Context: an optimization exercise on an open-source flow, tuned for small area. The choices shown serve that exercise and are no tape-out recipe. The RTL was checked by simulation tests, not by an equivalence proof against the original design. Power is estimated from default activity; no workload was simulated.

build 85:
## ADS8688
module ADS8688
(
input wire rst_n,
input CLK_50M,
output clk_100,
output reg CS,
output wire SCLK,
output reg SDI,
input SDO,
output RST,
output reg [15:0] rddat7,rddat6,rddat5,rddat0,rddat4,rddat3,outRMS,
input [11:0] dataAddr,
input RDdata
);
reg [1:0] ph;
wire spi_rise = (ph == 2'd2);
wire spi_fall = (ph == 2'd1);
always @(posedge CLK_50M or negedge rst_n)
	if (!rst_n)
		ph <= 2'd0;
	else if (ph == 2'd2)
		ph <= 2'd0;
	else
		ph <= ph + 2'd1;
assign SCLK = ~CS & (ph != 2'd2);
reg [6:0] cnt;
reg [3:0] order;
wire frame_end = (cnt > 7'd82);
assign RST = |cnt;
reg [15:0] cmd;
always @(*)
	case (order)
	4'd0:  cmd = 16'h0B00;
	4'd1:  cmd = 16'h1901;
	4'd2:  cmd = 16'h1701;
	4'd3:  cmd = 16'h1501;
	4'd4:  cmd = 16'h0B01;
	4'd5:  cmd = 16'h1301;
	4'd6:  cmd = 16'h1101;
	4'd7:  cmd = 16'hDC00;
	4'd8:  cmd = 16'hD800;
	4'd9:  cmd = 16'hD400;
	4'd10: cmd = 16'hC000;
	4'd11: cmd = 16'hD000;
	4'd12: cmd = 16'hCC00;
	default: cmd = 16'hCC00;
	endcase
always @(posedge CLK_50M or negedge rst_n)
	if (!rst_n) begin
		cnt <= 7'd0;
		CS <= 1'b0;
		order <= 4'd0;
		SDI <= 1'b0;
	end else if (spi_rise) begin
		if (frame_end) begin
			CS <= 1'b1;
			cnt <= 7'd40;
			order <= (order == 4'd12) ? 4'd7 : order + 4'd1;
		end else begin
			CS <= (cnt < 7'd50);
			cnt <= cnt + 7'd1;
		end
		if (cnt >= 7'd50 && cnt <= 7'd65)
			SDI <= cmd[4'd15 - cnt[3:0] + 4'd2];
	end
  ...
clock: 10.0 ns
lec_check: 0
cap_margin: 20
core_margin: 2
core_utilization: 78
cts_buf_list: sky130_fd_sc_hd__clkbuf_4 sky130_fd_sc_hd__clkbuf_8
cts_cluster_diameter: 45
cts_cluster_size: 12
place_density: 0.85
slew_margin: 20
standard.sh (not shown) runs the stock make flow with config.mk's settings and CLKGATE_MAP_FILE= SYNTH_SCRIPT=/design/flow/synth_recipe.tcl, a recipe that flattens the netlist after the stock synthesis.
==> flow/flow/run.sh <==
#!/bin/bash
# The standard layout (standard.sh), changed in three ways:
#  - synthesis maps the logic with an area-oriented ABC script (flow/area.abc)
#    instead of ORFS's speed script; everything else in synthesis is the standard flow's own
#    synth_recipe.tcl, so the registers are the standard synthesis's;
#  - port buffers are sky130_fd_sc_hd__buf_1 (every port still gets one);
#  - CTS inserts no dummy loads.
# make's output goes to flow.log; ORFS writes each step's log under orfs/logs.
set -euo pipefail
W=$PWD
F=$W/flow
{
  echo "set ::area_abc_script $F/area.abc"
  echo "source $F/abc_proc.tcl"
  cat "$W/synth_recipe.tcl"
} > "$W/area_synth.tcl"
sed -e "s#SYNTH_SCRIPT=[^ ]*#SYNTH_SCRIPT=$W/area_synth.tcl#" "$W/standard.sh" > "$W/area_standard.sh"
grep -q "SYNTH_SCRIPT=$W/area_synth.tcl" "$W/area_standard.sh"
export BUFFER_PORTS_ARGS="-buffer_cell sky130_fd_sc_hd__buf_1"
export CTS_ARGS="-sink_clustering_enable -repair_clock_nets -sink_clustering_size 12 -sink_clustering_max_diameter 45 -buf_list {sky130_fd_sc_hd__clkbuf_4 sky130_fd_sc_hd__clkbuf_8} -dont_use_dummy_load"
bash "$W/area_standard.sh" > "$W/flow.log" 2>&1
==> flow/flow/abc_proc.tcl <==
# Point yosys's abc call at the area-oriented script; all other arguments stay.
proc abc {args} {
  set i [lsearch -exact $args -script]
  if {$i >= 0} { lset args [expr {$i + 1}] $::area_abc_script }
  yosys abc {*}$args
}
==> flow/flow/area.abc <==
strash
dc2
&get -n
&st
&dch -f
&nf -p -a -R 1000
&put
mfs3 -ae
strash
dc2
&get -n
&st
&dch -f
&nf -p -a -R 1000
&put
mfs3 -ae
strash
dc2
&get -n
&st
&dch -f
&nf -p -a -R 1000
&put
mfs3 -ae
topo
Build 85 finished end to end and its layout was clean on timing, DRC and antenna.
Changes in build 43 relative to build 85:
# build 85
export LEC_CHECK = 0
export CAP_MARGIN = 20
export CORE_MARGIN = 2
export CORE_UTILIZATION = 78
export CTS_BUF_LIST = sky130_fd_sc_hd__clkbuf_4 sky130_fd_sc_hd__clkbuf_8
export CTS_CLUSTER_DIAMETER = 45
export CTS_CLUSTER_SIZE = 12
export PLACE_DENSITY = 0.85
export SLEW_MARGIN = 20
create_clock -name core_clock -period 10.0 [get_ports {CLK_50M}]
# build 43
export LEC_CHECK = 0
export CAP_MARGIN = 20
export CORE_MARGIN = 2
export CORE_UTILIZATION = 78
export CTS_BUF_LIST = sky130_fd_sc_hd__clkbuf_8
export CTS_CLUSTER_DIAMETER = 55
export CTS_CLUSTER_SIZE = 18
export PLACE_DENSITY = 0.85
export SLEW_MARGIN = 20
create_clock -name core_clock -period 10.0 [get_ports {CLK_50M}]
diff --git a/flow/flow/run.sh b/flow/flow/run.sh
--- a/flow/flow/run.sh
+++ b/flow/flow/run.sh
@@ -19,3 +19,3 @@
 export BUFFER_PORTS_ARGS="-buffer_cell sky130_fd_sc_hd__buf_1"
-export CTS_ARGS="-sink_clustering_enable -repair_clock_nets -sink_clustering_size 12 -sink_clustering_max_diameter 45 -buf_list {sky130_fd_sc_hd__clkbuf_4 sky130_fd_sc_hd__clkbuf_8} -dont_use_dummy_load"
+export CTS_ARGS="-sink_clustering_enable -repair_clock_nets -sink_clustering_size 18 -sink_clustering_max_diameter 55 -buf_list sky130_fd_sc_hd__clkbuf_8 -dont_use_dummy_load"
 bash "$W/area_standard.sh" > "$W/flow.log" 2>&1
diff --git a/flow/flow/area.abc b/flow/flow/area.abc
--- a/flow/flow/area.abc
+++ b/flow/flow/area.abc
@@ -1 +1,9 @@
+strash
+dc2
+&get -n
+&st
+&dch -f
+&nf -p -a -R 1000
+&put
+mfs3 -ae
 strash
Notes after the runs:
- On die area, build 43 and build 85 are basically level.
- Build 43 closes out successfully: all stages finished, all timing, DRC and antenna checks passed.
- Changes observed in build 43 relative to build 85: final worst-path setup slack saw an increase, count of clock-buffer cells in the layout went down about 33%, design internal power went down about 5.6%.
- Looking at non-clock buffer count across build 43 and build 85, the one that comes out lower is build 43.
Edits applied to the flow inputs when going from build 43 to build 96:
diff --git a/flow/flow/area.abc b/flow/flow/area.abc
--- a/flow/flow/area.abc
+++ b/flow/flow/area.abc
@@ -1,9 +1 @@
-strash
-dc2
-&get -n
-&st
-&dch -f
-&nf -p -a -R 1000
-&put
-mfs3 -ae
 strash
@@ -33 +25,5 @@
 topo
+stime -c
+buffer -c
+upsize -c
+dnsize -c
==> results.txt <==
- [build 96] floorplan die width rose 1.1 µm relative to build 43
- On post-layout instance area, build 43 and build 96 are basically level.
- Any difference in power per standard cell area between build 96 and build 43 is small enough to ignore.
- Build 96 vs. build 43: critical path depth went down by 1.
Here is what was changed in the inputs of build 33 compared with build 96.
# build 96
export LEC_CHECK = 0
export CAP_MARGIN = 20
export CORE_MARGIN = 2
export CORE_UTILIZATION = 78
export CTS_BUF_LIST = sky130_fd_sc_hd__clkbuf_8
export CTS_CLUSTER_DIAMETER = 55
export CTS_CLUSTER_SIZE = 18
export PLACE_DENSITY = 0.85
export SLEW_MARGIN = 20
create_clock -name core_clock -period 10.0 [get_ports {CLK_50M}]
# build 33
export LEC_CHECK = 0
export CAP_MARGIN = 20
export CORE_ASPECT_RATIO = 0.5
export CORE_MARGIN = 2
export CORE_UTILIZATION = 78
export CTS_BUF_LIST = sky130_fd_sc_hd__clkbuf_8
export CTS_CLUSTER_DIAMETER = 55
export CTS_CLUSTER_SIZE = 18
export PLACE_DENSITY = 0.85
export SLEW_MARGIN = 20
create_clock -name core_clock -period 10.0 [get_ports {CLK_50M}]
diff --git a/flow/flow/area.abc b/flow/flow/area.abc
--- a/flow/flow/area.abc
+++ b/flow/flow/area.abc
@@ -25,5 +25 @@
 topo
-stime -c
-buffer -c
-upsize -c
-dnsize -c
[summary]
- Post-synthesis adder-cell area fraction delta (build 96 -> build 33): insignificant
- Of build 96 and build 33, build 33 shows the higher buffer share of cell area, with build 96 below it.
- Status: final total power parity (build 33, build 96)
[inputs] build 9 vs build 33
# build 33
export LEC_CHECK = 0
export CAP_MARGIN = 20
export CORE_ASPECT_RATIO = 0.5
export CORE_MARGIN = 2
export CORE_UTILIZATION = 78
export CTS_BUF_LIST = sky130_fd_sc_hd__clkbuf_8
export CTS_CLUSTER_DIAMETER = 55
export CTS_CLUSTER_SIZE = 18
export PLACE_DENSITY = 0.85
export SLEW_MARGIN = 20
create_clock -name core_clock -period 10.0 [get_ports {CLK_50M}]
# build 9
export LEC_CHECK = 0
export CAP_MARGIN = 20
export CORE_MARGIN = 2
export CORE_UTILIZATION = 75
export CTS_BUF_LIST = sky130_fd_sc_hd__clkbuf_8
export CTS_CLUSTER_DIAMETER = 55
export CTS_CLUSTER_SIZE = 18
export PLACE_DENSITY = 0.8
export SLEW_MARGIN = 20
create_clock -name core_clock -period 10.0 [get_ports {CLK_50M}]
==> results.txt <==
Build 9 went all the way through the flow, and no timing, DRC or antenna check failed. Side by side, final hold slack turned out higher in build 9 than in build 33. Build 9 reports a higher die area than build 33 does. Proportion of synthesized chip area in sequential cells: build 33 vs build 9 identical. As far as buffering overhead is concerned, build 33 and build 9 perform about the same.

* * *

== red ==
ADS8688, a different RTL version from the one above (not shown whole).
Size: roughly 1,800 cells after synthesis, ~130 I/O pins, ~0.027 mm2 of cells after synthesis.
clock: 10.0 ns
lec_check: 0
cap_margin: 5
core_margin: 2
core_utilization: 78
cts_buf_list: sky130_fd_sc_hd__clkbuf_8
cts_cluster_diameter: 55
cts_cluster_size: 18
place_density: 0.85
slew_margin: 5
==> flow/flow/run.sh <==
#!/bin/bash
# The standard layout (standard.sh), changed in three ways:
#  - synthesis maps the logic with an area-oriented ABC script (flow/area.abc)
#    instead of ORFS's speed script; everything else in synthesis is the standard flow's own
#    synth_recipe.tcl, so the registers are the standard synthesis's;
#  - port buffers are sky130_fd_sc_hd__buf_1 (every port still gets one);
#  - CTS inserts no dummy loads.
# make's output goes to flow.log; ORFS writes each step's log under orfs/logs.
set -euo pipefail
W=$PWD
F=$W/flow
{
  echo "set ::area_abc_script $F/area.abc"
  echo "source $F/abc_proc.tcl"
  cat "$W/synth_recipe.tcl"
} > "$W/area_synth.tcl"
sed -e "s#SYNTH_SCRIPT=[^ ]*#SYNTH_SCRIPT=$W/area_synth.tcl#" "$W/standard.sh" > "$W/area_standard.sh"
grep -q "SYNTH_SCRIPT=$W/area_synth.tcl" "$W/area_standard.sh"
export BUFFER_PORTS_ARGS="-buffer_cell sky130_fd_sc_hd__buf_1"
export CTS_ARGS="-sink_clustering_enable -repair_clock_nets -sink_clustering_size 18 -sink_clustering_max_diameter 55 -buf_list sky130_fd_sc_hd__clkbuf_8 -dont_use_dummy_load"
bash "$W/area_standard.sh" > "$W/flow.log" 2>&1
==> flow/flow/area.abc <==
&get -n
&st
&dch -f
&nf -p -a -R 1000
&put
topo
Scripts as last shown in full above: flow/flow/abc_proc.tcl
red: all stages complete, timing, DRC and antenna checks passed
#### Input delta (blue over red)
# red
export LEC_CHECK = 0
export CAP_MARGIN = 5
export CORE_MARGIN = 2
export CORE_UTILIZATION = 78
export CTS_BUF_LIST = sky130_fd_sc_hd__clkbuf_8
export CTS_CLUSTER_DIAMETER = 55
export CTS_CLUSTER_SIZE = 18
export PLACE_DENSITY = 0.85
export SLEW_MARGIN = 5
create_clock -name core_clock -period 10.0 [get_ports {CLK_50M}]
# blue
export LEC_CHECK = 0
export CAP_MARGIN = 20
export CORE_MARGIN = 2
export CORE_UTILIZATION = 78
export CTS_BUF_LIST = sky130_fd_sc_hd__clkbuf_8
export CTS_CLUSTER_DIAMETER = 55
export CTS_CLUSTER_SIZE = 18
export PLACE_DENSITY = 0.85
export SLEW_MARGIN = 20
create_clock -name core_clock -period 10.0 [get_ports {CLK_50M}]
==> flow/flow/area.abc <==
strash
dc2
&get -n
&st
&dch -f
&nf -p -a -R 1000
&put
mfs3 -ae
strash
dc2
&get -n
&st
&dch -f
&nf -p -a -R 1000
&put
mfs3 -ae
strash
dc2
&get -n
&st
&dch -f
&nf -p -a -R 1000
&put
mfs3 -ae
topo
Results
The beginning of the critical path comes out cnt[2] in one run and cnt[4] in the other, namely in red and blue respectively. Diff red -> blue: final area saw a decrease, sequential share of power shrank by 0.4 points. The delay of the slowest cell on the worst path on blue is in line with that on red. [compare] base=red new=blue: post-route total power rose 0.57%; critical path depth fell about 9%. From red to blue the numbers moved as follows: minimum clock period went down; count of mapped cells out of synthesis fell by 3.7%. In the flow results for blue and red, the cell area reported after detailed placement is larger on red.
Input-level comparison between green and blue:
# blue
export LEC_CHECK = 0
export CAP_MARGIN = 20
export CORE_MARGIN = 2
export CORE_UTILIZATION = 78
export CTS_BUF_LIST = sky130_fd_sc_hd__clkbuf_8
export CTS_CLUSTER_DIAMETER = 55
export CTS_CLUSTER_SIZE = 18
export PLACE_DENSITY = 0.85
export SLEW_MARGIN = 20
create_clock -name core_clock -period 10.0 [get_ports {CLK_50M}]
# green
export LEC_CHECK = 0
export CAP_MARGIN = 20
export CORE_MARGIN = 2
export CORE_UTILIZATION = 82
export CTS_BUF_LIST = sky130_fd_sc_hd__clkbuf_8
export CTS_CLUSTER_DIAMETER = 55
export CTS_CLUSTER_SIZE = 18
export PLACE_DENSITY = 0.9
export SLEW_MARGIN = 20
create_clock -name core_clock -period 10.0 [get_ports {CLK_50M}]
==> flow/flow/area.abc <==
&get -n
&st
&dch -f
&nf -p -a -R 1000
&put
topo
Results
For the upper clock frequency limit, green came in 0.0073 GHz lower than blue did. The count of pins on the block boundary was comparable across blue and green. Diff blue -> green: share of synthesized cell area in full adder, half adder and majority cells comparable; switching power now larger.
Changes in orange relative to green:
# green
export LEC_CHECK = 0
export CAP_MARGIN = 20
export CORE_MARGIN = 2
export CORE_UTILIZATION = 82
export CTS_BUF_LIST = sky130_fd_sc_hd__clkbuf_8
export CTS_CLUSTER_DIAMETER = 55
export CTS_CLUSTER_SIZE = 18
export PLACE_DENSITY = 0.9
export SLEW_MARGIN = 20
create_clock -name core_clock -period 10.0 [get_ports {CLK_50M}]
# orange
export LEC_CHECK = 0
export CAP_MARGIN = 0
export CORE_MARGIN = 2
export CORE_UTILIZATION = 78
export CTS_BUF_LIST = sky130_fd_sc_hd__clkbuf_8
export CTS_CLUSTER_DIAMETER = 55
export CTS_CLUSTER_SIZE = 18
export PLACE_DENSITY = 0.85
export SLEW_MARGIN = 0
create_clock -name core_clock -period 10.0 [get_ports {CLK_50M}]
Findings:
Non-clock buffer count: orange lower than green. orange -> green: area overhead of the layout relative to synthesis flat. NOTE path depth of the worst reg2reg path green->orange increased by a few percent. Total wire length after detailed routing, orange and green: larger value in green. orange vs. green: ratio of total power to cell area now smaller; initial standard-cell utilization of the core now smaller; cell area after layout stayed essentially flat; tap cell instance count went up 6. Comparing orange and green, the lower routed via count is on orange.

* * *

== build 68 ==
RTL: one of the versions met above, not the one the previous note started from.
Size: roughly 130 I/O pins, about 0.026 mm^2 of cells after synthesis.
export LEC_CHECK = 0
export CAP_MARGIN = 20
export CORE_MARGIN = 2
export CORE_UTILIZATION = 78
export CTS_BUF_LIST = sky130_fd_sc_hd__clkbuf_8
export CTS_CLUSTER_DIAMETER = 55
export CTS_CLUSTER_SIZE = 18
export PLACE_DENSITY = 0.7
export SLEW_MARGIN = 20
create_clock -name core_clock -period 10.0 [get_ports {CLK_50M}]
==> flow/flow/area.abc <==
strash
dc2
&get -n
&st
&dch -f
&nf -p -a -R 1000
&put
mfs3 -ae
strash
dc2
&get -n
&st
&dch -f
&nf -p -a -R 1000
&put
mfs3 -ae
strash
dc2
&get -n
&st
&dch -f
&nf -p -a -R 1000
&put
mfs3 -ae
topo
Scripts as last shown in full above: flow/flow/run.sh, flow/flow/abc_proc.tcl
Setup changes, build 68 to build 25
# build 68
export LEC_CHECK = 0
export CAP_MARGIN = 20
export CORE_MARGIN = 2
export CORE_UTILIZATION = 78
export CTS_BUF_LIST = sky130_fd_sc_hd__clkbuf_8
export CTS_CLUSTER_DIAMETER = 55
export CTS_CLUSTER_SIZE = 18
export PLACE_DENSITY = 0.7
export SLEW_MARGIN = 20
create_clock -name core_clock -period 10.0 [get_ports {CLK_50M}]
# build 25
export LEC_CHECK = 0
export CAP_MARGIN = 20
export CORE_MARGIN = 2
export CORE_UTILIZATION = 78
export CTS_BUF_LIST = sky130_fd_sc_hd__clkbuf_4
export CTS_CLUSTER_DIAMETER = 40
export CTS_CLUSTER_SIZE = 10
export PLACE_DENSITY = 0.85
export SLEW_MARGIN = 20
create_clock -name core_clock -period 10.0 [get_ports {CLK_50M}]
diff --git a/flow/flow/run.sh b/flow/flow/run.sh
--- a/flow/flow/run.sh
+++ b/flow/flow/run.sh
@@ -19,3 +19,3 @@
 export BUFFER_PORTS_ARGS="-buffer_cell sky130_fd_sc_hd__buf_1"
-export CTS_ARGS="-sink_clustering_enable -repair_clock_nets -sink_clustering_size 18 -sink_clustering_max_diameter 55 -buf_list sky130_fd_sc_hd__clkbuf_8 -dont_use_dummy_load"
+export CTS_ARGS="-sink_clustering_enable -repair_clock_nets -sink_clustering_size 10 -sink_clustering_max_diameter 40 -buf_list sky130_fd_sc_hd__clkbuf_4 -dont_use_dummy_load"
 bash "$W/area_standard.sh" > "$W/flow.log" 2>&1
[summary]
Build 25 and build 68 ended up with nearly the same max-slew violation count.
Pre-CTS worst setup slack: build 25 vs build 68 down 0.29 ns
Build 25 and build 68 ended up with nearly the same power share of the combinational group.
Edits applied to the flow inputs when going from build 25 to build 34:
# build 25
export LEC_CHECK = 0
export CAP_MARGIN = 20
export CORE_MARGIN = 2
export CORE_UTILIZATION = 78
export CTS_BUF_LIST = sky130_fd_sc_hd__clkbuf_4
export CTS_CLUSTER_DIAMETER = 40
export CTS_CLUSTER_SIZE = 10
export PLACE_DENSITY = 0.85
export SLEW_MARGIN = 20
create_clock -name core_clock -period 10.0 [get_ports {CLK_50M}]
# build 34
export LEC_CHECK = 0
export CAP_MARGIN = 20
export CORE_MARGIN = 2
export CORE_UTILIZATION = 78
export CTS_BUF_LIST = sky130_fd_sc_hd__clkbuf_8
export CTS_CLUSTER_DIAMETER = 55
export CTS_CLUSTER_SIZE = 18
export PLACE_DENSITY = 0.85
export SLEW_MARGIN = 20
create_clock -name core_clock -period 10.0 [get_ports {CLK_50M}]
diff --git a/flow/flow/run.sh b/flow/flow/run.sh
--- a/flow/flow/run.sh
+++ b/flow/flow/run.sh
@@ -19,3 +19,3 @@
 export BUFFER_PORTS_ARGS="-buffer_cell sky130_fd_sc_hd__buf_1"
-export CTS_ARGS="-sink_clustering_enable -repair_clock_nets -sink_clustering_size 10 -sink_clustering_max_diameter 40 -buf_list sky130_fd_sc_hd__clkbuf_4 -dont_use_dummy_load"
+export CTS_ARGS="-sink_clustering_enable -repair_clock_nets -sink_clustering_size 18 -sink_clustering_max_diameter 55 -buf_list sky130_fd_sc_hd__clkbuf_8 -dont_use_dummy_load"
 bash "$W/area_standard.sh" > "$W/flow.log" 2>&1
==> results.txt <==
For the final setup slack of the worst path, build 34 came in 0.066 ns higher than build 25 did. Utilization of build 25 is on par with build 34. Compared with build 25, build 34 shows a lower switching share of power. Delta(maximum achievable frequency, build 34 - build 25) > 0. On power, build 34 and build 25 are basically level. Diff build 34..build 25 | max-cap check violation count | unchanged.

[re-timing with driven ports]
How much do the figures lean on ideal ports? The routed layouts below were timed once more, with nothing changed but the port constraints. Step 1, drivers: a clkbuf_16 drives CLK_50M and a buf_2 each remaining input, both assumed. Step 2, shift: input delay + t, output delay - t, t = (earliest + latest rising clock arrival at the registers) / 2. This alone moves slack from input paths to output paths. a / b / c = ideal ports / drivers / drivers and shift; a / b = the first two.
| run | t, ns | setup WS [ns] | hold slack, ns | worst slew at a driven data input, ns | pins driven straight from the clock port |
|---|---|---|---|---|---|
| build 85 | 0.674 | 2.016 / 2.016 / 2.016 | 0.325 / 0.325 / 0.325 | 0.03 | 1 |
| build 43 | 0.688 | 2.160 / 2.160 / 2.160 | 0.289 / 0.289 / 0.289 | 0.07 | 1 |
| build 96 | 0.673 | 2.387 / 2.387 / 2.387 | 0.293 / 0.293 / 0.293 | 0.10 | 1 |
| build 33 | 0.663 | 2.630 / 2.630 / 2.630 | 0.296 / 0.296 / 0.296 | 0.03 | 1 |
| build 9 | 0.696 | 2.111 / 2.111 / 2.111 | 0.313 / 0.313 / 0.313 | 0.03 | 1 |
| red | 0.657 | 1.721 / 1.721 / 1.721 | 0.309 / 0.309 / 0.309 | 0.03 | 1 |
| blue | 0.683 | 2.176 / 2.176 / 2.176 | 0.318 / 0.318 / 0.318 | 0.04 | 1 |
| green | 0.670 | 1.704 / 1.704 / 1.704 | 0.312 / 0.312 / 0.312 | 0.05 | 1 |
| orange | 0.657 | 1.721 / 1.721 / 1.721 | 0.309 / 0.309 / 0.309 | 0.03 | 1 |
| build 68 | 0.688 | 2.128 / 2.128 / 2.128 | 0.295 / 0.295 / 0.295 | 0.04 | 1 |
| build 25 | 0.832 | 1.960 / 1.960 / 1.960 | 0.304 / 0.304 / 0.304 | 0.03 | 1 |
| build 34 | 0.660 | 2.026 / 2.026 / 2.026 | 0.310 / 0.310 / 0.310 | 0.03 | 1 |
After both steps every run listed still meets setup and hold.
